This design comes from an exercise in tuning for small area on the open sky130 flow, not from production work. RTL that was checked went through simulation tests only; none was proved equivalent to the original. Function not checked in runs 4 and 5: the RTL went through the layout flow alone. No activity file was given, so power comes from the tool's default toggle rates.

==> design.v <==
`timescale 1ns / 1ps
module tx_fifo (
    input  logic       clk,
    input  logic       reset_n,
    input  logic       wr_en,
    input  logic [7:0] wr_data,
    output logic       full,
    input  logic       rd_en,       
    output logic       empty,
    output logic       head_at0,
    output logic [7:0] head
);
    logic [7:0] ring [0:15];
    logic [4:0] wr_ptr, rd_ptr;
    logic       push;
    assign empty = (wr_ptr == rd_ptr);
    assign full  = (wr_ptr[3:0] == rd_ptr[3:0]) && (wr_ptr[4] != rd_ptr[4]);
    assign push  = wr_en && !full;
    always_ff @(posedge clk or negedge reset_n) begin
        if (!reset_n) begin
            wr_ptr <= '0;
            rd_ptr <= '0;
        end else begin
            wr_ptr <= push  ? wr_ptr : wr_ptr - 5'd1;
            rd_ptr <= rd_en ? rd_ptr : rd_ptr - 5'd1;
        end
    end
    always_ff @(posedge clk) begin
        for (int p = 0; p < 16; p++)
            ring[p] <= (push && wr_ptr[3:0] == 4'(p + 1)) ? wr_data : ring[(p + 1) % 16];
    end
    assign head_at0 = (rd_ptr[3:0] == 4'd0);
    assign head     = ring[0];
endmodule
module rx_fifo (
    input  logic       clk,
    input  logic       reset_n,
    input  logic       wr_en,
    input  logic [7:0] wr_data,
    input  logic       rd_en,
    output logic [7:0] rd_data,
    output logic       empty
);
    logic [7:0] ring [0:15];
    logic [4:0] wr_ptr, rd_ptr;
    logic       pending;
    logic       push, pop, full;
    logic [3:0] last;
    assign empty = (wr_ptr == rd_ptr);
    assign full  = (wr_ptr[3:0] == rd_ptr[3:0]) && (wr_ptr[4] != rd_ptr[4]);
    assign push  = wr_en && !full;
    assign pop   = rd_en && !empty;
    assign last  = wr_ptr[3:0] - 4'd1;
    always_ff @(posedge clk or negedge reset_n) begin
        if (!reset_n) begin
            wr_ptr  <= '0;
            rd_ptr  <= '0;
            pending <= 1'b0;
        end else begin
            wr_ptr  <= push ? wr_ptr : wr_ptr - 5'd1;
            rd_ptr  <= pop  ? rd_ptr : rd_ptr - 5'd1;
            if (push)
                pending <= 1'b1;
            else if (last == 4'd0)
                pending <= 1'b0;
        end
    end
    always_ff @(posedge clk) begin
        for (int p = 0; p < 15; p++)
            ring[p] <= ring[p + 1];
        ring[15] <= (pending && last == 4'd0) ? wr_data : ring[0];
    end
    assign rd_data = (pending && rd_ptr[3:0] == last) ? wr_data : ring[rd_ptr[3:0]];
endmodule
`timescale 1ns / 1ps
module baud_gen (
    input  logic        clk,         
    input  logic        reset_n,     
    input  logic [15:0] divisor,
    output logic        tick         
);
    logic [15:0] counter;
    always_ff @(posedge clk or negedge reset_n) begin
        if (!reset_n) begin
            counter <= '0;
            tick    <= 1'b0;
        end else begin
            if (counter >= divisor) begin
                counter <= '0;
                tick    <= 1'b1;
            end else begin
                counter <= counter + 1;
                tick    <= 1'b0;
            end
        end
    end
endmodule
`timescale 1ns / 1ps
module uart_tx (
    input  logic       clk,
    input  logic       reset_n,
    input  logic       tick,
    input  logic       tx_start,
    input  logic       load,
    input  logic [7:0] tx_data,
    output logic       tx_pin,
    output logic       tx_done
);
    localparam logic [1:0] IDLE = 2'd0, START = 2'd1, DATA = 2'd2, STOP = 2'd3;
    logic [1:0] state;
    logic [3:0] tick_cnt;
    logic [2:0] bit_cnt;
    logic [7:0] data;
    logic       tx_reg;
    logic       last_tick;
    assign last_tick = tick && (tick_cnt == 4'd15);
    assign tx_done   = (state == STOP) && last_tick;
    always_ff @(posedge clk) begin
        if (state == START && load)
            data <= tx_data;
    end
    always_ff @(posedge clk or negedge reset_n) begin
        if (!reset_n) begin
            state    <= IDLE;
            tick_cnt <= '0;
            bit_cnt  <= '0;
            tx_reg   <= 1'b1;
        end else begin
            case (state)
                IDLE:    tx_reg <= 1'b1;
                START:   tx_reg <= 1'b0;
                DATA:    tx_reg <= data[bit_cnt];
                default: tx_reg <= 1'b1;
            endcase
            if (state != IDLE && tick)
                tick_cnt <= tick_cnt + 4'd1;
            if (state == DATA && last_tick)
                bit_cnt <= bit_cnt + 3'd1;
            if ((state == IDLE && tx_start) ||
                (state != IDLE && last_tick && (state != DATA || bit_cnt == 3'd7)))
                state <= state + 2'd1;
        end
    end
    assign tx_pin = tx_reg;
endmodule
`timescale 1ns / 1ps
module uart_rx (
    input  logic       clk,
    input  logic       reset_n,
    input  logic       tick,
    input  logic       rx_pin,
    output logic       rx_done,
    output logic [7:0] rx_data,
    output logic       rx_err
);
    localparam logic [1:0] IDLE = 2'd0, START = 2'd1, DATA = 2'd2, STOP = 2'd3;
    logic [1:0] state;
    logic [3:0] tick_cnt;
    logic [2:0] bit_cnt;
    logic [7:0] shift_reg;
    logic       last_tick;
    logic rx_sync_0, rx_sync_1;
    always_ff @(posedge clk or negedge reset_n) begin
        if (!reset_n) begin
            rx_sync_0 <= 1'b1;
            rx_sync_1 <= 1'b1;
        end else begin
            rx_sync_0 <= rx_pin;
            rx_sync_1 <= rx_sync_0;
        end
    end
    assign last_tick = tick && (tick_cnt == 4'd15);
    always_ff @(posedge clk) begin
        if (state == IDLE) begin
            tick_cnt <= 4'd8;
            bit_cnt  <= 3'd0;
        end else begin
            if (tick)
                tick_cnt <= tick_cnt + 4'd1;
            if (state == DATA && last_tick)
                bit_cnt <= bit_cnt + 3'd1;
        end
        if (state == DATA && last_tick)
            shift_reg <= {rx_sync_1, shift_reg[7:1]};
    end
    always_ff @(posedge clk or negedge reset_n) begin
        if (!reset_n) begin
            state   <= IDLE;
            rx_done <= 1'b0;
            rx_err  <= 1'b0;
        end else begin
            rx_done <= (state == STOP) && last_tick;
            if ((state == STOP) && last_tick)
                rx_err <= !rx_sync_1;
            case (state)
                IDLE:  if (!rx_sync_1) state <= START;
                START: if (last_tick) state <= rx_sync_1 ? IDLE : DATA;
                DATA:  if (last_tick && bit_cnt == 3'd7) state <= STOP;
                STOP:  if (last_tick) state <= IDLE;
            endcase
        end
    end
    assign rx_data = shift_reg;
endmodule
`timescale 1ns / 1ps
module uart_core (
    input  logic        clk,
    input  logic        reset_n,
    input  logic [15:0] divisor,
    input  logic        rx_pin,
    output logic        tx_pin,
    input  logic        tx_wr_en,
    input  logic [7:0]  tx_wr_data,
    output logic        tx_full,
    input  logic        rx_rd_en,
    output logic [7:0]  rx_rd_data,
    output logic        rx_empty,
    output logic        rx_err
);
    logic       tick;
    logic       tx_fifo_empty;
    logic       tx_head_at0;
    logic [7:0] tx_head;
    logic       tx_core_done;
    logic       rx_core_done;
    logic [7:0] rx_core_data;
    baud_gen u_baud_gen (
        .clk(clk), .reset_n(reset_n), .divisor(divisor), .tick(tick)
    );
    tx_fifo u_tx_fifo (
        .clk(clk), .reset_n(reset_n),
        .wr_en(tx_wr_en), .wr_data(tx_wr_data), .full(tx_full),
        .rd_en(tx_core_done), .empty(tx_fifo_empty),
        .head_at0(tx_head_at0), .head(tx_head)
    );
    uart_tx u_uart_tx (
        .clk(clk), .reset_n(reset_n), .tick(tick),
        .tx_start(!tx_fifo_empty), .load(tx_head_at0), .tx_data(tx_head),
        .tx_pin(tx_pin), .tx_done(tx_core_done)
    );
    uart_rx u_uart_rx (
        .clk(clk), .reset_n(reset_n), .tick(tick), .rx_pin(rx_pin),
        .rx_done(rx_core_done), .rx_data(rx_core_data), .rx_err(rx_err)
    );
    rx_fifo u_rx_fifo (
        .clk(clk), .reset_n(reset_n),
        .wr_en(rx_core_done), .wr_data(rx_core_data),
        .rd_en(rx_rd_en), .rd_data(rx_rd_data), .empty(rx_empty)
    );
endmodule
==> run.sh <==
#!/bin/bash
# synth_recipe.tcl (not shown) runs the flow's synth.tcl, then flattens the netlist and writes it again
# the make line also repeats each setting of config.mk as NAME=value (left out here)
make -C /OpenROAD-flow-scripts/flow DESIGN_CONFIG=/design/flow/config.mk WORK_HOME=/design/flow/orfs CLKGATE_MAP_FILE= SYNTH_SCRIPT=/design/flow/synth_recipe.tcl finish
==> config.mk <==
export PLATFORM = sky130hd
export DESIGN_NAME = uart_core
export DESIGN_NICKNAME = uart_core
export VERILOG_FILES = /design/flow/design.v
export SDC_FILE = /design/flow/constraint.sdc
export NUM_CORES = 4
export LEC_CHECK = 0
export CAP_MARGIN = 20
export CORE_MARGIN = 2
export CORE_UTILIZATION = 60
export CTS_BUF_LIST = sky130_fd_sc_hd__clkbuf_8
export CTS_CLUSTER_DIAMETER = 40
export CTS_CLUSTER_SIZE = 12
export SLEW_MARGIN = 20
==> constraint.sdc <==
create_clock -name core_clock -period 10.0 [get_ports {clk}]
set_input_delay 2.0000 -clock core_clock [delete_from_list [all_inputs] [get_ports {clk}]]
set_output_delay 2.0000 -clock core_clock [all_outputs]
set_load 0.01 [all_outputs]
==> run summary, run 1 <==
outcome timing/DRC/antenna clean; endpoint of the worst hold path u_rx_fifo.ring[6][5]$_DFF_P_; count of final setup violators 0; registers with the highest flip-flop counts u_rx_fifo.ring (128), u_tx_fifo.ring (128), u_baud_gen.counter (16); wire length of the first global-routing pass around 38 mm; vias post-DR approximately 7000; relative slew slack 0.278; maximum root-to-sink buffer count 3; area occupied by registers approximately 7100 um^2; DRC violation count after routing 0; largest net degree at the start of global routing 55; RSZ-0062 raised after global routing no; Die Ht between 100 and 150 um; CP Capture Type output port; endpoints failing hold 0; commonest register cell after synthesis sky130_fd_sc_hd__dfxtp_1; worst min path class flip-flop to flip-flop; width of the die ~150 um; design area 13600 um^2; routed wire length ~23 mm; clock sinks ~330; number of levels the H-tree was split into 2; FILL cells between 1000 and 1500; largest cells by area after synthesis sky130_fd_sc_hd__dfxtp_1 43%, sky130_fd_sc_hd__mux2_2 11%, sky130_fd_sc_hd__dfrtp_1 10%, sky130_fd_sc_hd__ha_1 4.1%, sky130_fd_sc_hd__edfxtp_1 3.9%; measured slew at the worst slew-check pin between 1 and 1.5 ns; number of buffers inserted during clock tree synthesis 39; antenna violations before repair 0; master cell of the clock root buffer sky130_fd_sc_hd__clkbuf_8; PD cells approximately 280 nW/um^2; number of detailed-route iterations in the first pass 5; reg2reg start u_baud_gen.counter[0]$_DFF_PN0_; Post-Layout Cell Count roughly 1300; via count of the first global-routing pass 7665; Max Slew Vio Count 0; worst setup skew after layout roughly 0.023 ns; share of the synthesized area in the top cell type 0.430; worst min-delay path startpoint u_rx_fifo.ring[7][5]$_DFF_P_; hpwl dp roughly 15 mm; number of nets produced by synthesis 1025; f_max ~170 MHz; Leak Pwr ~0.0055 uW; Worst EP arrival approximately 3.8 ns; I/O pins about 40; fraction of the yosys area taken by sequential cells 0.580; Synth-to-Final Area Change 11.3%; count of standard-cell rows 52; area of the mapped netlist 12200 um^2; number of cells produced by synthesis between 900 and 1000; proportion of layout cells with a drive suffix above 1 0.237; max capacitance violation total 0; async set or reset register ratio after synthesis 0.162; # diodes 0; data required time at the worst endpoint 8.00 ns; via count normalized by instance count between 5 and 6; post-CTS clock slew at the launch and capture registers of the worst setup and hold paths around 0.080 ns; total negative setup slack 0 ns; area inside the core boundary around 20000 um^2; Initial DRC Count between 300 and 400; placed cell count 1234; number of nets still failing antenna checks after routing 0; clock latency reported for the late side of the worst-skew pair around 0.53 ns; synth warn 7; number of flops mapped to enable cells by yosys 16; CP Launch Type flip-flop; synthesized area divided by synthesized cell count 12.8 um^2; TritonCTS clock tree done; minimum period implied by the final worst setup slack 5.84 ns; flip-flop and latch count after synthesis between 300 and 400; postcts setup bufs 0; Buffers on Ports 40; floorplan die area about 22000 um^2; setup slack, reg-to-reg 7.59 ns; routed len/inst 17.4 um; dpl cell area approximately 13000 um^2; hold-critical path depth 0; period utilization 0.584; most used standard cell by instance count after synthesis sky130_fd_sc_hd__dfxtp_1; cell taking the most area after synthesis sky130_fd_sc_hd__dfxtp_1; footprint of the multi-input gates a little under 5000 um^2; utilization of the core after routing 0.678; maximum fanout along the worst path 23; weighted congestion at the end of routability-driven global placement between 0.7 and 0.8; Place WS 4.66 ns; worst supply voltage drop on vdd ~0.21 mV; terminus of the critical flop-to-flop path u_baud_gen.counter[8]$_DFF_PN0_; GRT Util Overall 0.217; CTS Hold Buffers Added 0; leading post-synthesis cells by instance count 263 x sky130_fd_sc_hd__dfxtp_1, 115 x sky130_fd_sc_hd__mux2_2, 51 x sky130_fd_sc_hd__dfrtp_1, 47 x sky130_fd_sc_hd__nand2_1, 43 x sky130_fd_sc_hd__nor2_1; post-cts repair resize count 0; net count of the finished layout ~1100; number of cells traversed by the worst register-to-register path 7; post-synthesis cell type count between 60 and 70; PnR worst setup slack between 4 and 5 ns; final global-route overflow total 0; critical path type flip-flop to output port; Initial Util 0.609
## final cells by class
type / count / area share
clock buffer: 44 / 0.0445
tap: 270 / 0.0248
multi-input combinational: 556 / 0.358
clock inverter: 22 / 0.0110
inverter: 31 / 0.00854
timing repair buffer: 45 / 0.0318
sequential: 333 / 0.521
## stage by stage
step | power, uW | hold slack (ns)
3_5_place_dp | 2950 | 0.337
6_report | 3830 | 0.342
4_1_cts | 3870 | 0.346
3_3_place_gp | 2910 | 0.333
5_1_grt | 4050 | 0.354
2_1_floorplan | 2640 | 0.326
## worst max path at each step
stage	slack [ns]	to	startpoint	depth (start not counted)
2_1_floorplan	6.06	rx_rd_data[3]	u_rx_fifo.rd_ptr[0]$_DFFE_PN0N_	9
3_3_place_gp	4.77	rx_rd_data[4]	u_rx_fifo.rd_ptr[1]$_DFFE_PN0N_	7
3_5_place_dp	4.66	rx_rd_data[4]	u_rx_fifo.rd_ptr[1]$_DFFE_PN0N_	7
4_1_cts	4.08	rx_rd_data[4]	u_rx_fifo.rd_ptr[1]$_DFFE_PN0N_	7
5_1_grt	3.88	rx_rd_data[4]	u_rx_fifo.rd_ptr[0]$_DFFE_PN0N_	8
6_report	4.16	rx_rd_data[4]	u_rx_fifo.rd_ptr[0]$_DFFE_PN0N_	8
## critical path, cell delays in order, from the launching register on
cell and delay, ns:
sky130_fd_sc_hd__dfrtp_1 0.44, sky130_fd_sc_hd__inv_1 0.16, sky130_fd_sc_hd__ha_1 0.82, sky130_fd_sc_hd__nor3_1 0.09, sky130_fd_sc_hd__nand2_1 0.54, sky130_fd_sc_hd__o31ai_1 0.19, sky130_fd_sc_hd__a2111oi_0 0.41, sky130_fd_sc_hd__o31ai_1 0.14
sky130_fd_sc_hd__clkdlybuf4s50_1 0.52
## metal layers
layer	track usage	vias up	share of wire
met4	0.0772	0	0.024
met5	0	-	0
li1	-	3484	-
met3	0.0354	38	0.032
met1	0.270	3522	0.44
met2	0.385	120	0.50
## placed cells by master (no fill, tap or decap), drive strengths merged, types with 11 or more instances in the layout
cell,instances
dfxtp,263
mux2,148
nor2,55
dfrtp,51
nand2,47
inv,46
clkbuf,44
ha,40
clkdlybuf4s50,39
xnor2,38
a22oi,25
a21oi,19
nand3,16
edfxtp,16
o21ai,16
xor2,15
a22o,14
nor3,13
a221oi,12
nand4,11
## cell families after synthesis
| kind of cell | synth area share |
|---|---|
| XOR/XNOR | 0.0401 |
| buffers and inverters | 0.0221 |
| AO/OA/AOI/OAI | 0.0805 |
| multiplexers | 0.155 |
| AND/OR/NAND/NOR | 0.0811 |
| flip-flops | 0.580 |
| adder cells (fa/ha/maj) | 0.0409 |
## report_power, final
part	internal, uW	switching [uW]
sequential	1680	173
clock	438	470
combinational	547	525
==> run 2, diff against run 1 <==
--- a/config.mk
+++ b/config.mk
@@ -8,7 +8,7 @@
 export CAP_MARGIN = 20
 export CORE_MARGIN = 2
 export CORE_UTILIZATION = 60
-export CTS_BUF_LIST = sky130_fd_sc_hd__clkbuf_8
-export CTS_CLUSTER_DIAMETER = 40
-export CTS_CLUSTER_SIZE = 12
+export CTS_BUF_LIST = sky130_fd_sc_hd__clkbuf_16
+export CTS_CLUSTER_DIAMETER = 50
+export CTS_CLUSTER_SIZE = 24
 export SLEW_MARGIN = 20
==> run 2 against run 1 <==
Synthesized cell count unchanged. Largest power group unchanged. Clock power increased by 39%. Via count increased by 0.68%. Sequential share of layout area decreased by 1.4 points. Wire length increased by 2.3%. Die area unchanged. Largest cell class unchanged. First-iteration DRC count decreased by 4.1%. Maximum frequency increased by 1.6%. Critical path type unchanged.
==> run summary, run 2 <==
Place WS roughly 4.7 ns; # diodes 0; clock sinks about 330; vias post-DR 7213; Die Ht 147 um; DRC violation count after routing 0; met3 Resource Use GR 0.0317; width of the die roughly 150 um; hpwl dp between 10 and 15 mm; wire length of the first global-routing pass a little under 40 mm; post-layout power between 4000 and 5000 uW; number of detailed-route iterations in the first pass 5; flip-flop and latch count after synthesis 333; portion of total power attributed to combinational logic 0.257; number of buffers inserted during clock tree synthesis 34; max capacitance violation total 0; minimum period implied by the final worst setup slack 5.75 ns; number of nets still failing antenna checks after routing 0; most used cell, CP sky130_fd_sc_hd__o31ai_1; worst supply voltage drop on vdd 0.197 mV; number of cells produced by synthesis about 960; Synth-to-Final Area Change 14.3%; clock latency reported for the late side of the worst-skew pair around 0.5 ns; TritonCTS clock tree done; Switching Share 0.293; critical path type flip-flop to output port; largest net degree at the start of global routing 55; f_max 174 MHz; worst stage delay on the critical path approximately 0.80 ns; count of final setup violators 0; async set or reset register ratio after synthesis 0.162; master cell of the clock root buffer sky130_fd_sc_hd__clkbuf_16; registers with the highest flip-flop counts u_rx_fifo.ring (128), u_tx_fifo.ring (128), u_baud_gen.counter (16); number of nets produced by synthesis about 1000; routed len/inst 17.9 um; largest cells by area after synthesis sky130_fd_sc_hd__dfxtp_1 43%, sky130_fd_sc_hd__mux2_2 11%, sky130_fd_sc_hd__dfrtp_1 10%, sky130_fd_sc_hd__ha_1 4.1%, sky130_fd_sc_hd__edfxtp_1 3.9%; floorplan die area between 20000 and 25000 um^2; via count of the first global-routing pass approximately 7600; met2 track utilization from global routing 0.394; worst min path class flip-flop to flip-flop; design internal power 2960 uW; outcome timing/DRC/antenna clean; synthesized area divided by synthesized cell count ~13 um^2; postcts setup bufs 0; commonest register cell after synthesis sky130_fd_sc_hd__dfxtp_1; weighted congestion at the end of routability-driven global placement about 0.8; via count normalized by instance count 5.57; PnR worst setup slack between 4 and 5 ns; post-cts repair resize count 0; maximum fanout along the worst path 23; RSZ-0062 raised after global routing no; CP Capture Type output port; leading post-synthesis cells by instance count 263 x sky130_fd_sc_hd__dfxtp_1, 115 x sky130_fd_sc_hd__mux2_2, 51 x sky130_fd_sc_hd__dfrtp_1, 47 x sky130_fd_sc_hd__nand2_1, 43 x sky130_fd_sc_hd__nor2_1; most used standard cell by instance count after synthesis sky130_fd_sc_hd__dfxtp_1; CP Launch Type flip-flop; number of flops mapped to enable cells by yosys 16; Buffers on Ports 40; worst setup skew after layout roughly 0.016 ns; data required time at the worst endpoint around 8.0 ns; area inside the core boundary 20100 um^2; I/O pins around 40; kind of cell with the highest combined delay on the critical path adder cells; endpoints failing hold 0; relative contribution of the clock network to total power 0.301; cell taking the most area after synthesis sky130_fd_sc_hd__dfxtp_1; sum of buffers and inverters on the critical path 2; Initial DRC Count between 300 and 400; Switch Pwr around 1200 uW; post-synthesis cell type count 67; period utilization 0.575; share of the synthesized area in the top cell type 0.430; net count of the finished layout about 1100; utilization of the core after routing 0.696; post-CTS clock slew at the launch and capture registers of the worst setup and hold paths about 0.07 ns; measured slew at the worst slew-check pin 1.06 ns; routed wire length 23.1 mm; Initial Util 0.609; number of levels the H-tree was split into 2; ordered list of cells on the worst path inv_1, ha_1, nor3_1, nand2_1, o31ai_1, a2111oi_0, o31ai_1, clkdlybuf4s50_1; count of standard-cell rows 52; cell with the biggest individual delay on the critical path sky130_fd_sc_hd__ha_1; GRT Util Overall 0.223; Global Route met1 Usage 0.280; fraction of the yosys area taken by sequential cells 0.580; PD cells between 200 and 300 nW/um^2; most common cell after layout, fill and taps aside sky130_fd_sc_hd__dfxtp_1; power share of the sequential group 0.442; antenna violations before repair 0; total negative setup slack 0 ns; Leak Pwr around 0.0057 uW; Worst EP arrival approximately 3.8 ns; most heavily used metal layer in global routing met2; CTS Hold Buffers Added 0; Max Slew Vio Count 0; area of the mapped netlist ~12000 um^2; proportion of layout cells with a drive suffix above 1 0.237; final global-route overflow total 0; maximum root-to-sink buffer count 3; relative slew slack 0.292; synth warn 7; commonest cells after routing, fill and taps aside 263 x sky130_fd_sc_hd__dfxtp_1, 115 x sky130_fd_sc_hd__mux2_2, 51 x sky130_fd_sc_hd__dfrtp_1
-- run 2: final cells by class --
type / count / area (um^2)
clock buffer: 36 / 901
multi-input combinational: 556 / 4880
sequential: 333 / 7100
fill: 1428 / 6110
clock inverter: 25 / 235
tap: 270 / 338
inverter: 31 / 116
timing repair buffer: 44 / 425
-- run 2: worst paths after layout --
path                                                 start                               to  slack (ns)  depth (start not counted)
max                        u_rx_fifo.rd_ptr[0]$_DFFE_PN0N_                    rx_rd_data[4]        4.25                          8
min                          u_rx_fifo.ring[13][7]$_DFF_P_    u_rx_fifo.ring[12][7]$_DFF_P_        0.34                          0
max reg2reg                u_baud_gen.counter[0]$_DFF_PN0_  u_baud_gen.counter[8]$_DFF_PN0_        7.60                          7
min reg2reg                  u_rx_fifo.ring[13][7]$_DFF_P_    u_rx_fifo.ring[12][7]$_DFF_P_        0.34                          0
max in group asynchronous                          reset_n  u_baud_gen.counter[8]$_DFF_PN0_        7.90                          2
min in group asynchronous                          reset_n  u_tx_fifo.rd_ptr[4]$_DFFE_PN0N_        1.63                          2
-- run 2: cells by family (layout without fill, tap and decap cells) --
kind of cell,Yosys count,after routing,share of synthesized area
buffers and inverters,67,136,0.0221
multiplexers,157,157,0.155
adder cells (fa/ha/maj),40,40,0.0409
AND/OR/NAND/NOR,178,178,0.0811
flip-flops,333,333,0.580
AO/OA/AOI/OAI,128,128,0.0805
XOR/XNOR,53,53,0.0401
-- run 2: power by group through the flow --
stage | Sequential [uW] | Clock [uW] | Combinational [uW]
final | 1850 | 1260 | 1080
after global routing | 1890 | 1350 | 1180
after CTS | 1860 | 1290 | 1090
after detailed placement | 1880 | 0 | 1070
after global placement | 1870 | 0 | 1040
after floorplan | 1800 | 0 | 838
-- run 2: metrics by stage --
step	instances	hold WS, ns	instance area, um^2
global route	1295	0.349	14000
CTS	1295	0.344	14000
finish	1295	0.343	14000
detailed placement	1234	0.337	12900
floorplan	956	0.326	12200
global placement	1234	0.333	12900
-- run 2: worst register-to-register path: stages, from the launching register on --
cell,delay (ns)
sky130_fd_sc_hd__dfrtp_1,0.43
sky130_fd_sc_hd__inv_1,0.07
sky130_fd_sc_hd__ha_1,0.27
sky130_fd_sc_hd__and3_1,0.13
sky130_fd_sc_hd__o21ai_0,0.06
sky130_fd_sc_hd__a31o_2,0.26
sky130_fd_sc_hd__a211oi_2,0.85
sky130_fd_sc_hd__nor3b_1,0.14
-- run 2: per-layer routing --
| metal | share of wire | vias to the layer above |
|---|---|---|
| met1 | 0.44 | 3554 |
| met2 | 0.50 | 129 |
| li1 | - | 3479 |
| met3 | 0.027 | 51 |
| met4 | 0.029 | 0 |
| met5 | 0 | - |
==> run 3, diff against run 2 <==
--- a/config.mk
+++ b/config.mk
@@ -7,8 +7,5 @@
 export LEC_CHECK = 0
 export CAP_MARGIN = 20
 export CORE_MARGIN = 2
-export CORE_UTILIZATION = 60
-export CTS_BUF_LIST = sky130_fd_sc_hd__clkbuf_16
-export CTS_CLUSTER_DIAMETER = 50
-export CTS_CLUSTER_SIZE = 24
+export CORE_UTILIZATION = 40
 export SLEW_MARGIN = 20
==> run 3 against run 2 <==
Non-clock buffer count grew 3. Via count decreased by 2.9%. Worst hold slack got worse by 0.018 ns. Still clean. Combinational power about the same. Synthesized cell count unchanged. Utilization down 23 points. Critical path depth did not move. First-iteration DRC count fell by 3.7%. Wire length down 3.0%. Critical endpoint unchanged.
==> run summary, run 3 <==
dpl cell area 13000 um^2; number of nets still failing antenna checks after routing 0; Met1 Routed Length between 10 and 15 mm; CP Launch Type flip-flop; utilization of the core after routing 0.469; largest cells by area after synthesis sky130_fd_sc_hd__dfxtp_1 43%, sky130_fd_sc_hd__mux2_2 11%, sky130_fd_sc_hd__dfrtp_1 10%, sky130_fd_sc_hd__ha_1 4.1%, sky130_fd_sc_hd__edfxtp_1 3.9%; synthesized area divided by synthesized cell count ~13 um^2; post-synthesis cell type count 67; via count normalized by instance count a little under 5; post-CTS clock slew at the launch and capture registers of the worst setup and hold paths roughly 0.060 ns; Max Slew Vio Count 0; number of nets produced by synthesis 1025; commonest register cell after synthesis sky130_fd_sc_hd__dfxtp_1; RSZ-0062 raised after global routing no; wire length of the first global-routing pass between 30 and 40 mm; Post-Layout Cell Count roughly 1400; registers with the highest flip-flop counts u_rx_fifo.ring (128), u_tx_fifo.ring (128), u_baud_gen.counter (16); number of buffers inserted during clock tree synthesis 35; met2 wirelength from detailed routing just over 10 mm; master cell of the clock root buffer sky130_fd_sc_hd__clkbuf_16; worst supply voltage drop on vdd 0.158 mV; worst min path class flip-flop to flip-flop; count of final setup violators 0; Synth-to-Final Area Change 16.2%; setup slack, reg-to-reg roughly 7.7 ns; data required time at the worst endpoint around 8 ns; commonest cells after routing, fill and taps aside 263 x sky130_fd_sc_hd__dfxtp_1, 115 x sky130_fd_sc_hd__mux2_2, 51 x sky130_fd_sc_hd__dfrtp_1; hold-critical path depth 0; via count of the first global-routing pass 7167; CP Capture Type output port; measured slew at the worst slew-check pin about 1.0 ns; Buffers on Ports 40; most common cell after layout, fill and taps aside sky130_fd_sc_hd__dfxtp_1; TritonCTS clock tree done; width of the die 179 um; Worst EP arrival 3.72 ns; clock sinks about 330; period utilization 0.572; share of the synthesized area in the top cell type 0.430; Routed met3 length between 800 and 900 um; Die Ht around 180 um; number of levels the H-tree was split into 2; max capacitance violation total 0; PD cells around 300 nW/um^2; worst setup skew after layout roughly 0.028 ns; maximum root-to-sink buffer count 3; CTS Hold Buffers Added 0; DRC violation count after routing 0; clock latency reported for the late side of the worst-skew pair between 0.5 and 0.6 ns; topmost layer with routed signal wires met4; number of cells traversed by the worst register-to-register path 5; number of detailed-route iterations in the first pass 5; proportion of layout cells with a drive suffix above 1 0.235; most used standard cell by instance count after synthesis sky130_fd_sc_hd__dfxtp_1; Initial DRC Count around 340; critical path type flip-flop to output port; area of the mapped netlist about 12000 um^2; async set or reset register ratio after synthesis 0.162; routed wire length 22.4 mm; outcome timing/DRC/antenna clean; floorplan die area 32000 um^2; cell taking the most area after synthesis sky130_fd_sc_hd__dfxtp_1; antenna violations before repair 0; count of standard-cell rows 64; GRT Util Overall 0.145; final global-route overflow total 0; endpoints failing hold 0; post-cts repair resize count 0; weighted congestion at the end of routability-driven global placement 0.759; area inside the core boundary roughly 30000 um^2; total negative setup slack 0 ns; number of flops mapped to enable cells by yosys 16; number of cells produced by synthesis ~960; vias post-DR roughly 7000; leading post-synthesis cells by instance count 263 x sky130_fd_sc_hd__dfxtp_1, 115 x sky130_fd_sc_hd__mux2_2, 51 x sky130_fd_sc_hd__dfrtp_1, 47 x sky130_fd_sc_hd__nand2_1, 43 x sky130_fd_sc_hd__nor2_1; Leak Pwr 0.00571 uW; fraction of the yosys area taken by sequential cells 0.580; flip-flop and latch count after synthesis between 300 and 400; f_max around 170 MHz; net count of the finished layout between 1000 and 1500; Initial Util 0.403; placed cell count 1363; largest net degree at the start of global routing 55; routed len/inst around 16 um; post-layout power ~4200 uW; postcts setup bufs 0; relative slew slack 0.300; hpwl dp 14.2 mm; I/O pins 41; synth warn 7; # diodes 0; minimum period implied by the final worst setup slack between 5 and 6 ns; design area 14200 um^2; maximum fanout along the worst path 17
-- run 3: changes by cell type in the layout (fill, tap and decap cells not counted), moves of 2 or more --
| cell | previous run | this run |
|---|---|---|
| sky130_fd_sc_hd__clkbuf_8 | 0 | 10 |
| sky130_fd_sc_hd__clkbuf_1 | 0 | 7 |
| sky130_fd_sc_hd__inv_1 | 36 | 31 |
| sky130_fd_sc_hd__clkinv_2 | 5 | 1 |
| sky130_fd_sc_hd__buf_4 | 4 | 7 |
| sky130_fd_sc_hd__clkinvlp_4 | 5 | 2 |
| sky130_fd_sc_hd__bufinv_16 | 3 | 1 |
| sky130_fd_sc_hd__clkinv_1 | 1 | 3 |
| sky130_fd_sc_hd__inv_6 | 3 | 1 |
-- run 3: final timing paths --
check,start,to
worst max-delay path,u_rx_fifo.rd_ptr[0]$_DFFE_PN0N_,rx_rd_data[4]
worst min-delay path,u_rx_fifo.ring[8][0]$_DFF_P_,u_rx_fifo.ring[7][0]$_DFF_P_
worst max register to register,u_tx_fifo.wr_ptr[2]$_DFFE_PN0N_,u_tx_fifo.ring[11][4]$_DFF_P_
worst min register to register,u_rx_fifo.ring[8][0]$_DFF_P_,u_rx_fifo.ring[7][0]$_DFF_P_
max in group asynchronous,reset_n,u_rx_fifo.rd_ptr[2]$_DFFE_PN0N_
min in group asynchronous,reset_n,u_tx_fifo.wr_ptr[1]$_DFFE_PN0N_
-- run 3: area by class of cell --
| class | instances | area (um^2) |
|---|---|---|
| clock buffer | 53 | 1060 |
| fill | 2734 | 16100 |
| timing repair buffer | 47 | 448 |
| tap | 396 | 495 |
| sequential | 333 | 7100 |
| multi-input combinational | 556 | 4880 |
| inverter | 31 | 116 |
| clock inverter | 11 | 125 |
-- run 3: stage by stage --
| step | worst slack, ns | hold slack, ns |
|---|---|---|
| global route | 4.06 | 0.342 |
| global placement | 4.92 | 0.331 |
| finish | 4.28 | 0.325 |
| floorplan | 6.06 | 0.326 |
| detailed placement | 4.87 | 0.334 |
| CTS | 4.28 | 0.330 |
-- run 3: power by group --
group,internal (uW),switching [uW],total [uW]
combinational,547,522,1070
clock,770,520,1290
sequential,1680,168,1840
total,2990,1210,4200
-- run 3: routing by layer --
| metal | vias up | track usage |
|---|---|---|
| met2 | 113 | 0.231 |
| met4 | 0 | 0.0390 |
| met3 | 34 | 0.0259 |
| li1 | 3493 | - |
| met5 | - | 0 |
| met1 | 3365 | 0.204 |
-- run 3: logic make-up (layout without fill, tap and decap cells) --
logic type / after synthesis / count (layout) / share of synthesized area
fa+ha+maj: 40 / 40 / 0.0409
flops: 333 / 333 / 0.580
mux: 157 / 157 / 0.155
xor+xnor: 53 / 53 / 0.0401
buf+inv: 67 / 142 / 0.0221
simple gates: 178 / 178 / 0.0811
compound gates: 128 / 128 / 0.0805
-- run 3: critical path: stages (launching register included) --
cell and delay, ns:
sky130_fd_sc_hd__dfrtp_1 0.43, sky130_fd_sc_hd__inv_1 0.16, sky130_fd_sc_hd__ha_1 0.69, sky130_fd_sc_hd__o21ai_0 0.19
sky130_fd_sc_hd__nand2_1 0.51, sky130_fd_sc_hd__o31ai_1 0.16, sky130_fd_sc_hd__a2111oi_0 0.38, sky130_fd_sc_hd__o31ai_1 0.15
sky130_fd_sc_hd__clkdlybuf4s50_1 0.52
==> run 4, diff against run 3 <==
--- a/design.v
+++ b/design.v
@@ -80,18 +80,24 @@
     output logic        tick         
 );
     logic [15:0] counter;
+    logic [15:0] inc;
+    logic [16:0] carry;      
+    logic [16:0] ge;         
+    assign carry[0] = 1'b1;
+    assign ge[0]    = 1'b1;
+    for (genvar i = 0; i < 16; i++) begin : g_chain
+        assign inc[i]     = counter[i] ^ carry[i];
+        assign carry[i+1] = counter[i] & carry[i];
+        assign ge[i+1]    = (counter[i] & ~divisor[i]) |
+                            ((counter[i] | ~divisor[i]) & ge[i]);
+    end
     always_ff @(posedge clk or negedge reset_n) begin
         if (!reset_n) begin
             counter <= '0;
             tick    <= 1'b0;
         end else begin
-            if (counter >= divisor) begin
-                counter <= '0;
-                tick    <= 1'b1;
-            end else begin
-                counter <= counter + 1;
-                tick    <= 1'b0;
-            end
+            counter <= ge[16] ? 16'd0 : inc;
+            tick    <= ge[16];
         end
     end
 endmodule
--- a/config.mk
+++ b/config.mk
@@ -5,7 +5,11 @@
 export SDC_FILE = /design/flow/constraint.sdc
 export NUM_CORES = 4
 export LEC_CHECK = 0
+export ABC_AREA = 1
 export CAP_MARGIN = 20
 export CORE_MARGIN = 2
-export CORE_UTILIZATION = 40
+export CORE_UTILIZATION = 60
+export CTS_BUF_LIST = sky130_fd_sc_hd__clkbuf_8
+export CTS_CLUSTER_DIAMETER = 45
+export CTS_CLUSTER_SIZE = 16
 export SLEW_MARGIN = 20
==> run 4 against run 3 <==
Synthesized cell count rose by 24%. Via count rose by 9.3%. Wire length down 2.3%. Highest routed layer unchanged.
==> run summary, run 4 <==
outcome timing/DRC/antenna clean; number of flops mapped to enable cells by yosys 16; vias post-DR ~7700; routed len/inst approximately 14 um; post-synthesis mux area share 0.00372; Post-Synth XOR/XNOR Area 0.0245; first element of the critical path u_rx_fifo.rd_ptr[0]$_DFFE_PN0N_; maximum fanout along the worst path 8; weighted congestion at the end of routability-driven global placement 0.842; design area 13100 um^2; Leak Pwr around 0.0058 uW; total negative setup slack 0 ns; PD cells between 200 and 300 nW/um^2; synth warn 7; proportion of layout cells with a drive suffix above 1 0.111; measured slew at the worst slew-check pin 0.883 ns; antenna violations before repair 0; count of final setup violators 0; Max Slew Vio Count 0; dpl cell area 12300 um^2; via count of the first global-routing pass between 7000 and 8000; leading post-synthesis cells by instance count 287 x sky130_fd_sc_hd__nand2_1, 263 x sky130_fd_sc_hd__dfxtp_1, 105 x sky130_fd_sc_hd__inv_1, 92 x sky130_fd_sc_hd__o21ai_0, 52 x sky130_fd_sc_hd__nor2_1; reg2reg start u_baud_gen.counter[0]$_DFF_PN0_; number of detailed-route iterations in the first pass 4; floorplan die area slightly above 20000 um^2; master cell of the clock root buffer sky130_fd_sc_hd__clkbuf_8; commonest register cell after synthesis sky130_fd_sc_hd__dfxtp_1; terminus of the critical flop-to-flop path u_baud_gen.counter[14]$_DFF_PN0_; width of the die approximately 140 um; endpoints failing hold 0; f_max roughly 190 MHz; critical path type flip-flop to output port; worst supply voltage drop on vdd about 0.18 mV; post-synthesis cell type count 51; GRT Util Overall 0.222; commonest cells after routing, fill and taps aside 287 x sky130_fd_sc_hd__nand2_1, 263 x sky130_fd_sc_hd__dfxtp_1, 108 x sky130_fd_sc_hd__inv_1; most used standard cell by instance count after synthesis sky130_fd_sc_hd__nand2_1; number of nets produced by synthesis between 1000 and 1500; maximum root-to-sink buffer count 3; postcts setup bufs 0; Buffers on Ports 40; fraction of the yosys area taken by sequential cells 0.602; Synth-to-Final Area Change 11.2%; synthesized area divided by synthesized cell count approximately 10 um^2; adder-cell share of the synthesized area 0.0393; FILL cells 1653; # diodes 0; capturing instance or port of the critical path rx_rd_data[3]; area inside the core boundary 19400 um^2; period utilization 0.517; largest cells by area after synthesis sky130_fd_sc_hd__dfxtp_1 45%, sky130_fd_sc_hd__dfrtp_1 11%, sky130_fd_sc_hd__nand2_1 9.1%, sky130_fd_sc_hd__edfxtp_1 4.1%, sky130_fd_sc_hd__ha_1 3.9%; net count of the finished layout 1295; RSZ-0062 raised after global routing no; largest net degree at the start of global routing 55; flip-flop and latch count after synthesis 333; footprint of the multi-input gates 4070 um^2; minimum period implied by the final worst setup slack just over 5 ns; CTS Hold Buffers Added 0; Initial Util 0.608; data required time at the worst endpoint about 8 ns; number of cells traversed by the worst register-to-register path 16; clock sinks between 300 and 400; relative slew slack 0.408; hpwl dp about 15 mm; TritonCTS clock tree done; area fraction in and, or, nand and nor cells after synthesis 0.172; Worst EP arrival around 3.2 ns; max capacitance violation total 0; setup slack, reg-to-reg between 6 and 7 ns; wire length of the first global-routing pass 36.3 mm; number of nets still failing antenna checks after routing 0; CP Capture Type output port; async set or reset register ratio after synthesis 0.162; CP Launch Type flip-flop; via count normalized by instance count a little over 5; clock latency reported for the late side of the worst-skew pair 0.55 ns; registers with the highest flip-flop counts u_rx_fifo.ring (128), u_tx_fifo.ring (128), u_baud_gen.counter (16); number of levels the H-tree was split into 2; DRC violation count after routing 0; count of standard-cell rows 51; post-CTS clock slew at the launch and capture registers of the worst setup and hold paths about 0.09 ns; area of the mapped netlist around 12000 um^2; routed wire length roughly 22 mm; number of buffers inserted during clock tree synthesis 36; post-synthesis compound-gate area fraction 0.106; final global-route overflow total 0; area occupied by registers 7100 um^2; I/O pins ~40; share of the synthesized area in the top cell type 0.447; worst setup skew after layout 0.0381 ns; most common cell after layout, fill and taps aside sky130_fd_sc_hd__nand2_1; post-cts repair resize count 0; Die Ht 144 um; cell taking the most area after synthesis sky130_fd_sc_hd__dfxtp_1; main combinational cell family by area after synthesis simple AND/OR/NAND/NOR gates; Initial DRC Count 530; number of cells produced by synthesis between 1000 and 1500; worst min path class flip-flop to flip-flop
run 4: through the flow:
stage               cells  worst slack, ns  total power [uW]  hold WS (ns)  utilization
finish               1520             4.83              3670         0.333        0.675
detailed placement   1456             5.42              2760         0.335        0.635
CTS                  1520             4.81              3710         0.343        0.675
floorplan            1182             6.22              2480         0.327            -
global route         1520             4.64              3910         0.345        0.675
global placement     1456             5.48              2750         0.333        0.635
run 4: how the worst min path moves through the flow:
stage | from | to | slack [ns] | cells after the start
6_report | u_rx_fifo.ring[4][7]$_DFF_P_ | u_rx_fifo.ring[3][7]$_DFF_P_ | 0.33 | 0
5_1_grt | u_rx_fifo.ring[4][7]$_DFF_P_ | u_rx_fifo.ring[3][7]$_DFF_P_ | 0.34 | 0
4_1_cts | u_rx_fifo.ring[4][7]$_DFF_P_ | u_rx_fifo.ring[3][7]$_DFF_P_ | 0.34 | 0
3_5_place_dp | u_rx_fifo.ring[9][1]$_DFF_P_ | u_rx_fifo.ring[8][1]$_DFF_P_ | 0.33 | 0
3_3_place_gp | u_rx_fifo.ring[12][4]$_DFF_P_ | u_rx_fifo.ring[11][4]$_DFF_P_ | 0.33 | 0
2_1_floorplan | u_rx_fifo.ring[11][5]$_DFF_P_ | u_rx_fifo.ring[10][5]$_DFF_P_ | 0.33 | 0
run 4: area by class of cell:
cell class / instances / share of cell area
Multi-Input combinational cell: 706 / 0.311
Inverter: 111 / 0.0322
Clock buffer: 42 / 0.0441
Tap cell: 265 / 0.0253
Sequential cell: 333 / 0.542
Clock inverter: 22 / 0.0151
Timing Repair Buffer: 41 / 0.0308
run 4: kinds of logic (layout without fill, tap and decap cells):
kind of cell | count (synthesis) | in the layout
DFF | 333 | 333
and+or+nand+nor | 423 | 423
xor gates and xnor gates | 33 | 33
AOI/OAI and AO/OA | 209 | 209
adders and majority gates | 37 | 37
buffers and inverters | 143 | 216
muxes | 4 | 4
run 4: layer usage:
layer	routed length, um	vias to the layer above	global-route usage
met4	531	0	0.0848
met2	9840	135	0.357
li1	-	3988	-
met5	0	-	0
met3	923	40	0.0371
met1	10600	3494	0.302
run 4: report_power, final:
group | total (uW) | internal [uW] | switching, uW
Sequential | 1820 | 1660 | 156
Clock | 940 | 435 | 505
Combinational | 912 | 381 | 531
run 4: critical path: stages, from the launching register on:
cell and delay [ns]:
sky130_fd_sc_hd__dfrtp_1 0.46, sky130_fd_sc_hd__inv_1 0.13, sky130_fd_sc_hd__ha_1 0.21, sky130_fd_sc_hd__inv_1 0.15
sky130_fd_sc_hd__nor2_1 0.18, sky130_fd_sc_hd__a22o_1 0.23, sky130_fd_sc_hd__a221oi_1 0.27, sky130_fd_sc_hd__nand2_1 0.12
sky130_fd_sc_hd__o41ai_1 0.29, sky130_fd_sc_hd__o21ai_1 0.11, sky130_fd_sc_hd__clkdlybuf4s50_1 0.49
==> run 5, diff against run 4 <==
--- a/config.mk
+++ b/config.mk
@@ -10,6 +10,6 @@
 export CORE_MARGIN = 2
 export CORE_UTILIZATION = 60
 export CTS_BUF_LIST = sky130_fd_sc_hd__clkbuf_8
-export CTS_CLUSTER_DIAMETER = 45
-export CTS_CLUSTER_SIZE = 16
+export CTS_CLUSTER_DIAMETER = 50
+export CTS_CLUSTER_SIZE = 20
 export SLEW_MARGIN = 20
==> run 5 against run 4 <==
Still clean on timing, DRC and antenna. Sequential share of layout area about the same. First-iteration DRC count down 3.0%. Clock skew down 0.012 ns. Worst hold slack better by 0.0075 ns. Power about the same. Setup slack worse by 0.061 ns. Critical path depth unchanged. Combinational power about the same. Synthesized cell count unchanged. Highest routed layer unchanged.
==> run summary, run 5 <==
Place WS ~5.4 ns; Max Slew Vio Count 0; total negative setup slack 0 ns; number of cells traversed by the worst register-to-register path 16; number of levels the H-tree was split into 1; floorplan die area ~21000 um^2; vias post-DR 7624; f_max about 190 MHz; relative slew slack 0.412; Buffers on Ports 40; worst supply voltage drop on vdd about 0.19 mV; share of the synthesized area in the top cell type 0.447; proportion of layout cells with a drive suffix above 1 0.107; maximum root-to-sink buffer count 3; Die Ht about 140 um; CP Capture Type output port; Synth-to-Final Area Change 11.1%; leading post-synthesis cells by instance count 287 x sky130_fd_sc_hd__nand2_1, 263 x sky130_fd_sc_hd__dfxtp_1, 105 x sky130_fd_sc_hd__inv_1, 92 x sky130_fd_sc_hd__o21ai_0, 52 x sky130_fd_sc_hd__nor2_1; flip-flop and latch count after synthesis around 330; net count of the finished layout 1290; critical path type flip-flop to output port; RSZ-0062 raised after global routing no; synth warn 7; number of detailed-route iterations in the first pass 6; worst setup skew after layout 0.0257 ns; I/O pins about 40; master cell of the clock root buffer sky130_fd_sc_hd__clkbuf_8; area of the mapped netlist 11800 um^2; largest net degree at the start of global routing 55; capturing instance or port of the critical path rx_rd_data[3]; post-synthesis cell type count between 50 and 60; Initial Util 0.608; DRC violation count after routing 0; synthesized area divided by synthesized cell count 9.97 um^2; maximum fanout along the worst path 8; Worst EP arrival 3.23 ns; most common cell after layout, fill and taps aside sky130_fd_sc_hd__nand2_1; Initial DRC Count between 500 and 600; async set or reset register ratio after synthesis 0.162; clock latency reported for the late side of the worst-skew pair approximately 0.59 ns; reg2reg start u_baud_gen.counter[0]$_DFF_PN0_; outcome timing/DRC/antenna clean; max capacitance violation total 0; # diodes 0; number of nets produced by synthesis between 1000 and 1500; Leak Pwr ~0.0058 uW; worst min path class flip-flop to flip-flop; cell taking the most area after synthesis sky130_fd_sc_hd__dfxtp_1; count of standard-cell rows a little over 50; number of buffers inserted during clock tree synthesis 31; GRT Util Overall 0.219; post-CTS clock slew at the launch and capture registers of the worst setup and hold paths about 0.11 ns; via count normalized by instance count roughly 5; post-layout power about 3700 uW; hpwl dp about 15 mm; most used standard cell by instance count after synthesis sky130_fd_sc_hd__nand2_1; CTS Hold Buffers Added 0; PnR worst setup slack around 4.8 ns; endpoints failing hold 0; measured slew at the worst slew-check pin around 0.88 ns; FILL cells 1659; worst min-delay path startpoint u_rx_fifo.ring[12][2]$_DFF_P_; number of cells produced by synthesis ~1200; data required time at the worst endpoint 8.00 ns; count of final setup violators 0; minimum period implied by the final worst setup slack ~5.2 ns; antenna violations before repair 0; routed wire length about 22 mm; PD cells 281 nW/um^2; area inside the core boundary between 15000 and 20000 um^2; postcts setup bufs 0; terminus of the critical flop-to-flop path u_baud_gen.counter[14]$_DFF_PN0_; commonest register cell after synthesis sky130_fd_sc_hd__dfxtp_1; fraction of the yosys area taken by sequential cells 0.602; CP Launch Type flip-flop; first element of the critical path u_rx_fifo.rd_ptr[0]$_DFFE_PN0N_; number of nets still failing antenna checks after routing 0; TritonCTS clock tree done; number of flops mapped to enable cells by yosys 16; minimum hold slack 0.341 ns; weighted congestion at the end of routability-driven global placement between 0.8 and 0.9; routed len/inst approximately 14 um; width of the die roughly 140 um; setup slack, reg-to-reg 6.55 ns; post-cts repair resize count 0; largest cells by area after synthesis sky130_fd_sc_hd__dfxtp_1 45%, sky130_fd_sc_hd__dfrtp_1 11%, sky130_fd_sc_hd__nand2_1 9.1%, sky130_fd_sc_hd__edfxtp_1 4.1%, sky130_fd_sc_hd__ha_1 3.9%; clock sinks roughly 330; period utilization 0.523; via count of the first global-routing pass roughly 7200; registers with the highest flip-flop counts u_rx_fifo.ring (128), u_tx_fifo.ring (128), u_baud_gen.counter (16); wire length of the first global-routing pass around 36 mm; final global-route overflow total 0; commonest cells after routing, fill and taps aside 287 x sky130_fd_sc_hd__nand2_1, 263 x sky130_fd_sc_hd__dfxtp_1, 106 x sky130_fd_sc_hd__inv_1
run 5: changes by cell type in the layout (fill, tap and decap cells not counted), sizes merged:
cell / change
bufinv: +1
clkbuf: -11
clkinvlp: -3
inv: +4
clkinv: +2
run 5: area by class of cell:
class / instances / area [um^2] / share of cell area
sequential: 333 / 7100 / 0.542
multi-input combinational: 706 / 4070 / 0.311
clock buffer: 31 / 427 / 0.0326
inverter: 111 / 422 / 0.0322
timing repair buffer: 41 / 403 / 0.0308
clock inverter: 26 / 339 / 0.0259
tap: 265 / 332 / 0.0253
run 5: power by group:
part	switching (uW)	internal, uW	total, uW
logic	530	381	912
clock network	546	397	943
registers	155	1660	1820
total	1230	2440	3670
run 5: layer usage:
layer | up-vias | GRT usage | wire length, um
li1 | 3974 | - | -
met1 | 3478 | 0.300 | 10500
met2 | 133 | 0.363 | 9880
met3 | 39 | 0.0358 | 886
met4 | 0 | 0.0598 | 517
met5 | - | 0 | 0
run 5: how the worst min path moves through the flow:
stage | cells past startpoint | slack (ns) | to
5_1_grt | 0 | 0.36 | u_rx_fifo.ring[7][6]$_DFF_P_
6_report | 0 | 0.34 | u_rx_fifo.ring[11][2]$_DFF_P_
3_5_place_dp | 0 | 0.33 | u_rx_fifo.ring[8][1]$_DFF_P_
4_1_cts | 0 | 0.35 | u_rx_fifo.ring[6][5]$_DFF_P_
2_1_floorplan | 0 | 0.33 | u_rx_fifo.ring[10][5]$_DFF_P_
3_3_place_gp | 0 | 0.33 | u_rx_fifo.ring[11][4]$_DFF_P_
run 5: cell families (layout without fill, tap and decap cells):
group / after synthesis / count (layout) / synth area share
xor+xnor: 33 / 33 / 0.0245
fa+ha+maj: 37 / 37 / 0.0393
flops: 333 / 333 / 0.602
mux: 4 / 4 / 0.00372
buf+inv: 143 / 209 / 0.0523
simple gates: 423 / 423 / 0.172
compound gates: 209 / 209 / 0.106
run 5: critical path, stage by stage, from the launching register on:
cell                              delay (ns)
sky130_fd_sc_hd__dfrtp_1                0.46
sky130_fd_sc_hd__inv_1                  0.12
sky130_fd_sc_hd__ha_1                   0.21
sky130_fd_sc_hd__inv_1                  0.15
sky130_fd_sc_hd__nor2_1                 0.18
sky130_fd_sc_hd__a22o_1                 0.23
sky130_fd_sc_hd__a221oi_1               0.25
sky130_fd_sc_hd__nand2_1                0.11
sky130_fd_sc_hd__o41ai_1                0.28
sky130_fd_sc_hd__o21ai_1                0.13
sky130_fd_sc_hd__clkdlybuf4s50_1        0.49
run 5: metrics by stage:
step                cells   util  cell area [um^2]
floorplan            1182      -             11800
global placement     1456  0.635             12300
detailed placement   1456  0.635             12300
CTS                  1513  0.675             13100
global route         1513  0.675             13100
finish               1513  0.675             13100
==> run 6, diff against run 5 <==
--- a/design.v
+++ b/design.v
@@ -70,7 +70,13 @@
             ring[p] <= ring[p + 1];
         ring[15] <= (pending && last == 4'd0) ? wr_data : ring[0];
     end
-    assign rd_data = (pending && rd_ptr[3:0] == last) ? wr_data : ring[rd_ptr[3:0]];
+    logic [7:0] ring_out;
+    always_comb begin
+        ring_out = '0;
+        for (int p = 0; p < 16; p++)
+            ring_out = ring_out | ({8{rd_ptr[3:0] == p[3:0]}} & ring[p]);
+    end
+    assign rd_data = (pending && rd_ptr[3:0] == last) ? wr_data : ring_out;
 endmodule
 `timescale 1ns / 1ps
 module baud_gen (
@@ -116,14 +122,18 @@
     logic [1:0] state;
     logic [3:0] tick_cnt;
     logic [2:0] bit_cnt;
-    logic [7:0] data;
+    logic [2:0] next_idx;
+    logic       next_bit;
+    logic       first;
     logic       tx_reg;
     logic       last_tick;
     assign last_tick = tick && (tick_cnt == 4'd15);
     assign tx_done   = (state == STOP) && last_tick;
-    always_ff @(posedge clk) begin
-        if (state == START && load)
-            data <= tx_data;
+    assign next_idx  = (state == DATA) ? bit_cnt + 3'd1 : 3'd0;
+    always_ff @(posedge clk) begin
+        if (load)
+            next_bit <= tx_data[next_idx];
+        first <= last_tick && (state == START || state == DATA);
     end
     always_ff @(posedge clk or negedge reset_n) begin
         if (!reset_n) begin
@@ -135,7 +145,7 @@
             case (state)
                 IDLE:    tx_reg <= 1'b1;
                 START:   tx_reg <= 1'b0;
-                DATA:    tx_reg <= data[bit_cnt];
+                DATA:    if (first) tx_reg <= next_bit;
                 default: tx_reg <= 1'b1;
             endcase
             if (state != IDLE && tick)
--- a/config.mk
+++ b/config.mk
@@ -11,5 +11,5 @@
 export CORE_UTILIZATION = 60
 export CTS_BUF_LIST = sky130_fd_sc_hd__clkbuf_8
 export CTS_CLUSTER_DIAMETER = 50
-export CTS_CLUSTER_SIZE = 20
+export CTS_CLUSTER_SIZE = 18
 export SLEW_MARGIN = 20
==> run 6 against run 5 <==
Clock skew down 0.011 ns. Power down 1.4%. Register-to-register slack worse by 0.05 ns. Via count down 2.0%. Still clean on timing, DRC and antenna. First-iteration DRC count down 19%. Cell area down 3.8%. Largest power group unchanged. Clock power down 12%.
==> run summary, run 6 <==
# diodes 0; vias post-DR 7473; GRT Util Overall 0.221; commonest register cell after synthesis sky130_fd_sc_hd__dfxtp_1; most common cell after layout, fill and taps aside sky130_fd_sc_hd__nand2_1; minimum hold slack 0.343 ns; largest net degree at the start of global routing between 50 and 60; count of final setup violators 0; clock latency reported for the late side of the worst-skew pair 0.61 ns; minimum period implied by the final worst setup slack roughly 5.4 ns; number of detailed-route iterations in the first pass 5; cell taking the most area after synthesis sky130_fd_sc_hd__dfxtp_1; post-cts repair resize count 0; hpwl dp approximately 14 mm; synthesized area divided by synthesized cell count 9.90 um^2; weighted congestion at the end of routability-driven global placement 0.816; floorplan die area ~20000 um^2; Leak Pwr 0.00561 uW; CTS Hold Buffers Added 0; antenna violations before repair 0; max capacitance violation total 0; area inside the core boundary 18700 um^2; PD cells roughly 290 nW/um^2; commonest cells after routing, fill and taps aside 265 x sky130_fd_sc_hd__nand2_1, 264 x sky130_fd_sc_hd__dfxtp_1, 106 x sky130_fd_sc_hd__inv_1; measured slew at the worst slew-check pin 0.941 ns; wire length of the first global-routing pass between 30 and 40 mm; number of buffers inserted during clock tree synthesis 31; Worst EP arrival roughly 3.4 ns; Initial DRC Count about 410; DRC violation count after routing 0; post-synthesis cell type count 44; number of nets still failing antenna checks after routing 0; TritonCTS clock tree done; I/O pins 41; RSZ-0062 raised after global routing no; via count of the first global-routing pass 7015; number of nets produced by synthesis approximately 1200; first element of the critical path u_rx_fifo.wr_ptr[0]$_DFFE_PN0N_; Synth-to-Final Area Change 9.92%; master cell of the clock root buffer sky130_fd_sc_hd__clkbuf_8; flip-flop and latch count after synthesis approximately 330; routed wire length between 20 and 25 mm; terminus of the critical flop-to-flop path u_baud_gen.counter[15]$_DFF_PN0_; largest cells by area after synthesis sky130_fd_sc_hd__dfxtp_1 46%, sky130_fd_sc_hd__dfrtp_1 11%, sky130_fd_sc_hd__nand2_1 8.7%, sky130_fd_sc_hd__o21ai_0 4.1%, sky130_fd_sc_hd__ha_1 4.0%; final global-route overflow total 0; area of the mapped netlist 11500 um^2; worst setup skew after layout between 0.015 and 0.02 ns; maximum root-to-sink buffer count 3; post-CTS clock slew at the launch and capture registers of the worst setup and hold paths 0.11 ns; Buffers on Ports 40; count of standard-cell rows 50; endpoints failing hold 0; most used standard cell by instance count after synthesis sky130_fd_sc_hd__nand2_1; routed len/inst around 15 um; portion of total power attributed to combinational logic 0.279; fraction of the yosys area taken by sequential cells 0.603; setup slack, reg-to-reg 6.50 ns; clock sinks ~330; power share of the sequential group 0.492; proportion of layout cells with a drive suffix above 1 0.0809; maximum fanout along the worst path 14; number of cells traversed by the worst register-to-register path 16; relative contribution of the clock network to total power 0.229; via count normalized by instance count a little over 5; critical path type flip-flop to output port; Max Slew Vio Count 0; leading post-synthesis cells by instance count 265 x sky130_fd_sc_hd__nand2_1, 264 x sky130_fd_sc_hd__dfxtp_1, 103 x sky130_fd_sc_hd__inv_1, 94 x sky130_fd_sc_hd__o21ai_0, 65 x sky130_fd_sc_hd__o21ai_1; net count of the finished layout around 1300; Initial Util 0.613; CP Launch Type flip-flop; f_max 185 MHz; postcts setup bufs 0; outcome timing/DRC/antenna clean; hold-critical path depth 0; worst min path class flip-flop to flip-flop; number of flops mapped to enable cells by yosys 9; registers with the highest flip-flop counts u_rx_fifo.ring (128), u_tx_fifo.ring (128), u_baud_gen.counter (16); number of levels the H-tree was split into 1; Switching Share 0.339; relative slew slack 0.369; Post-Layout Cell Count about 1500; period utilization 0.540; synth warn 7; async set or reset register ratio after synthesis 0.165; endpoint of the worst hold path u_rx_fifo.ring[2][4]$_DFF_P_; placed cell count 1400; number of cells produced by synthesis 1157; CP Capture Type output port; post-layout power 3620 uW; design internal power approximately 2400 uW; share of the synthesized area in the top cell type 0.461; reg2reg start u_baud_gen.counter[0]$_DFF_PN0_; worst min-delay path startpoint u_rx_fifo.ring[3][4]$_DFF_P_; worst supply voltage drop on vdd 0.202 mV; width of the die about 140 um; data required time at the worst endpoint approximately 8 ns; Switch Pwr ~1200 uW; total negative setup slack 0 ns; Die Ht between 100 and 150 um
[run 6: cell families (layout without fill, tap and decap cells)]
| kind of cell | Yosys count | in the layout | synth area share |
|---|---|---|---|
| fa+ha+maj | 37 | 37 | 0.0404 |
| simple gates | 374 | 374 | 0.154 |
| buf+inv | 141 | 208 | 0.0548 |
| flops | 327 | 327 | 0.603 |
| xor+xnor | 35 | 35 | 0.0268 |
| compound gates | 237 | 237 | 0.115 |
| mux | 6 | 6 | 0.00590 |
[run 6: layout make-up]
type	count	area, um^2
Sequential cell	327	6910
Fill cell	1518	6110
Multi-Input combinational cell	689	3920
Clock buffer	31	427
Inverter	109	414
Timing Repair Buffer	41	403
Tap cell	234	293
Clock inverter	27	228
[run 6: worst max path at each step]
stage / end / slack, ns / cells after the start
finish: rx_rd_data[6] / 4.60 / 7
global route: rx_rd_data[6] / 4.45 / 7
CTS: rx_rd_data[6] / 4.58 / 7
detailed placement: rx_rd_data[6] / 5.24 / 7
global placement: rx_rd_data[6] / 5.28 / 7
floorplan: rx_rd_data[0] / 6.27 / 7
[run 6: worst max-delay path, stage by stage (launching register included)]
cell and delay (ns):
sky130_fd_sc_hd__dfrtp_1 0.43, sky130_fd_sc_hd__inv_1 0.08, sky130_fd_sc_hd__ha_1 0.32, sky130_fd_sc_hd__xnor2_1 0.14
sky130_fd_sc_hd__nor4_2 0.20, sky130_fd_sc_hd__nand3_1 0.57, sky130_fd_sc_hd__a21oi_1 0.46, sky130_fd_sc_hd__clkdlybuf4s50_1 0.60
[run 6: routing by layer]
metal	part of all wire	vias up	GRT usage
li1	-	3922	-
met1	0.46	3381	0.298
met2	0.47	133	0.375
met3	0.042	37	0.0326
met4	0.023	0	0.0605
met5	0	-	0
[run 6: power groups by stage]
stage | combinational [uW] | clock, uW | sequential (uW)
final | 1010 | 830 | 1780
after global routing | 1160 | 900 | 1820
after CTS | 1020 | 848 | 1780
after detailed placement | 1010 | 0 | 1810
after global placement | 1000 | 0 | 1810
after floorplan | 765 | 0 | 1740
[run 6: metrics by stage]
step / instance area [um^2] / setup slack (ns) / util
global route: 12600 / 4.45 / 0.673
detailed placement: 11900 / 5.24 / 0.638
CTS: 12600 / 4.58 / 0.673
finish: 12600 / 4.60 / 0.673
global placement: 11900 / 5.28 / 0.638
floorplan: 11500 / 6.27 / -
==> run 7, diff against run 6 <==
--- a/config.mk
+++ b/config.mk
@@ -8,7 +8,7 @@
 export ABC_AREA = 1
 export CAP_MARGIN = 20
 export CORE_MARGIN = 2
-export CORE_UTILIZATION = 60
+export CORE_UTILIZATION = 75
 export CTS_BUF_LIST = sky130_fd_sc_hd__clkbuf_8
 export CTS_CLUSTER_DIAMETER = 50
 export CTS_CLUSTER_SIZE = 18
==> run 7 against run 6 <==
Combinational power is essentially flat. Non-clock buffer count is the same. Sequential share of layout area grew 0.61 points. Clock-buffer cell count shrank 4. Die area shrank 19%. Sequential power is essentially flat. Utilization grew 15 points. Cell count shrank 4.2%. Synthesized cell count is the same. Clock power shrank 4.7%. Clock skew grew 0.0089 ns. Largest cell class unchanged.
==> run summary, run 7 <==
number of cells produced by synthesis approximately 1200; largest cells by area after synthesis sky130_fd_sc_hd__dfxtp_1 46%, sky130_fd_sc_hd__dfrtp_1 11%, sky130_fd_sc_hd__nand2_1 8.7%, sky130_fd_sc_hd__o21ai_0 4.1%, sky130_fd_sc_hd__ha_1 4.0%; post-cts repair resize count 0; # diodes 0; post-synthesis cell type count 44; period utilization 0.536; worst supply voltage drop on vdd about 0.21 mV; clock latency reported for the late side of the worst-skew pair around 0.58 ns; CTS Hold Buffers Added 0; post-CTS clock slew at the launch and capture registers of the worst setup and hold paths around 0.1 ns; PD cells about 290 nW/um^2; synthesized area divided by synthesized cell count 9.90 um^2; routed wire length 22.5 mm; net count of the finished layout around 1300; flip-flop and latch count after synthesis 327; endpoints failing hold 0; area occupied by registers between 6000 and 7000 um^2; floorplan die area between 15000 and 20000 um^2; kind of cell with the highest combined delay on the critical path simple AND/OR/NAND/NOR gates; total negative setup slack 0 ns; count of standard-cell rows 45; CP Capture Type output port; leading post-synthesis cells by instance count 265 x sky130_fd_sc_hd__nand2_1, 264 x sky130_fd_sc_hd__dfxtp_1, 103 x sky130_fd_sc_hd__inv_1, 94 x sky130_fd_sc_hd__o21ai_0, 65 x sky130_fd_sc_hd__o21ai_1; FILL cells ~900; registers with the highest flip-flop counts u_rx_fifo.ring (128), u_tx_fifo.ring (128), u_baud_gen.counter (16); postcts setup bufs 0; proportion of layout cells with a drive suffix above 1 0.0678; share of the synthesized area in the top cell type 0.461; DRC violation count after routing 0; Post-Layout Cell Count ~1400; wire length of the first global-routing pass 37.3 mm; routed len/inst approximately 16 um; antenna violations before repair 1; largest net degree at the start of global routing 55; outcome timing/DRC/antenna clean; worst min path class flip-flop to flip-flop; number of nets produced by synthesis 1223; final global-route overflow total 0; placed cell count between 1000 and 1500; width of the die approximately 130 um; I/O pins 41; Worst EP arrival 3.36 ns; commonest register cell after synthesis sky130_fd_sc_hd__dfxtp_1; relative slew slack 0.350; clock sinks 327; number of flops mapped to enable cells by yosys 9; via count normalized by instance count approximately 5.6; footprint of the multi-input gates 3920 um^2; Initial Util 0.759; hpwl dp between 15 and 20 mm; max capacitance violation total 0; GRT Util Overall 0.284; synth warn 7; weighted congestion at the end of routability-driven global placement roughly 0.90; sum of buffers and inverters on the critical path 3; fraction of the yosys area taken by sequential cells 0.603; measured slew at the worst slew-check pin approximately 0.97 ns; Die Ht 128 um; via count of the first global-routing pass just under 8000; f_max roughly 190 MHz; TritonCTS clock tree done; CP Launch Type flip-flop; number of buffers inserted during clock tree synthesis 25; area inside the core boundary about 15000 um^2; Buffers on Ports 40; area of the mapped netlist 11500 um^2; cell taking the most area after synthesis sky130_fd_sc_hd__dfxtp_1; data required time at the worst endpoint ~8.0 ns; Max Slew Vio Count 0; number of levels the H-tree was split into 1; count of final setup violators 0; ordered list of cells on the worst path inv_1, ha_1, inv_1, nor2_1, nand2_1, o2111ai_1, nor4_1, a21oi_1, clkdlybuf4s50_1; Synth-to-Final Area Change 8.71%; Leak Pwr between 0.005 and 0.006 uW; RSZ-0062 raised after global routing no; number of detailed-route iterations in the first pass 5; master cell of the clock root buffer sky130_fd_sc_hd__clkbuf_8; minimum period implied by the final worst setup slack 5.36 ns; async set or reset register ratio after synthesis 0.165; most used cell, CP sky130_fd_sc_hd__inv_1; Initial DRC Count 569; vias post-DR 7818; commonest cells after routing, fill and taps aside 265 x sky130_fd_sc_hd__nand2_1, 264 x sky130_fd_sc_hd__dfxtp_1, 108 x sky130_fd_sc_hd__inv_1; critical path type flip-flop to output port; worst stage delay on the critical path 0.68 ns; most common cell after layout, fill and taps aside sky130_fd_sc_hd__nand2_1; most used standard cell by instance count after synthesis sky130_fd_sc_hd__nand2_1; maximum root-to-sink buffer count 3; cell with the biggest individual delay on the critical path sky130_fd_sc_hd__nor2_1; worst setup skew after layout 0.0240 ns; number of nets still failing antenna checks after routing 0; maximum fanout along the worst path 8
## run 7: cell families after synthesis
kind of cell,Yosys count,synth area share
buffers and inverters,141,0.0548
muxes,6,0.00590
AOI/OAI and AO/OA,237,0.115
DFF,327,0.603
adders and majority gates,37,0.0404
xor gates and xnor gates,35,0.0268
and+or+nand+nor,374,0.154
## run 7: power breakdown
group | switching, uW | leakage [uW] | internal [uW] | total [uW]
clock network | 427 | 0.000306 | 364 | 791
logic | 595 | 0.00237 | 448 | 1040
registers | 165 | 0.00291 | 1620 | 1790
total | 1190 | 0.00559 | 2440 | 3620
## run 7: worst paths after layout
path,from,end,slack [ns],cells after the start
worst max-delay path,u_rx_fifo.rd_ptr[1]$_DFFE_PN0N_,rx_rd_data[6],4.64,9
worst min-delay path,u_rx_fifo.ring[3][0]$_DFF_P_,u_rx_fifo.ring[2][0]$_DFF_P_,0.35,0
worst max register to register,u_baud_gen.counter[1]$_DFF_PN0_,u_baud_gen.counter[15]$_DFF_PN0_,6.41,16
worst min register to register,u_rx_fifo.ring[3][0]$_DFF_P_,u_rx_fifo.ring[2][0]$_DFF_P_,0.35,0
max in group asynchronous,reset_n,u_rx_fifo.wr_ptr[3]$_DFFE_PN0N_,7.99,2
min in group asynchronous,reset_n,u_tx_fifo.rd_ptr[2]$_DFFE_PN0N_,1.52,2
## run 7: layer usage
metal / part of all wire / GRT usage
met5: 0 / 0
met2: 0.50 / 0.505
met3: 0.047 / 0.0410
met4: 0.029 / 0.106
met1: 0.43 / 0.352
## run 7: area by class of cell
| type | count | share of cell area |
|---|---|---|
| Clock buffer | 27 | 0.0298 |
| Inverter | 109 | 0.0332 |
| Sequential cell | 327 | 0.555 |
| Timing Repair Buffer | 41 | 0.0323 |
| Tap cell | 188 | 0.0189 |
| Multi-Input combinational cell | 689 | 0.315 |
| Clock inverter | 16 | 0.0163 |
## run 7: metrics by stage
stage | hold WS [ns] | utilization | setup WS (ns) | total power [uW] | area [um^2]
global placement | 0.333 | 0.787 | 5.50 | 2800 | 11900
finish | 0.354 | 0.825 | 4.64 | 3620 | 12500
detailed placement | 0.336 | 0.787 | 5.33 | 2850 | 11900
global route | 0.358 | 0.825 | 4.55 | 3850 | 12500
floorplan | 0.327 | - | 6.27 | 2510 | 11500
CTS | 0.343 | 0.825 | 4.70 | 3630 | 12500

-- what the ideal ports hide --
How much do the figures lean on ideal ports? The routed layouts below were timed once more, with nothing changed but the port constraints.
Step 1, drivers: a clkbuf_16 drives clk and a buf_2 each remaining input, both assumed.
Step 2 moves the port delays by t, midway between the first and last clock arrival at a register: inputs arrive t later, outputs are due t later. That takes back most of the time a late clock gives input paths.
Three values: no drivers, after step 1, after step 2; two values: the first two.
| run | t, ns | slack for setup (ns) | latest minus earliest clock arrival (ns) |
|---|---|---|---|
| run 1 | 0.560 | 4.159 / 4.118 / 4.678 | 0.032 / 0.032 |
| run 2 | 0.540 | 4.252 / 4.204 / 4.744 | 0.017 / 0.018 |
| run 3 | 0.553 | 4.282 / 4.237 / 4.791 | 0.037 / 0.037 |
| run 4 | 0.574 | 4.835 / 4.791 / 5.364 | 0.039 / 0.039 |
| run 5 | 0.623 | 4.774 / 4.732 / 5.355 | 0.027 / 0.026 |
| run 6 | 0.639 | 4.598 / 4.557 / 5.196 | 0.022 / 0.022 |
| run 7 | 0.599 | 4.640 / 4.603 / 5.202 | 0.030 / 0.030 |
After both steps every run listed still meets setup and hold.
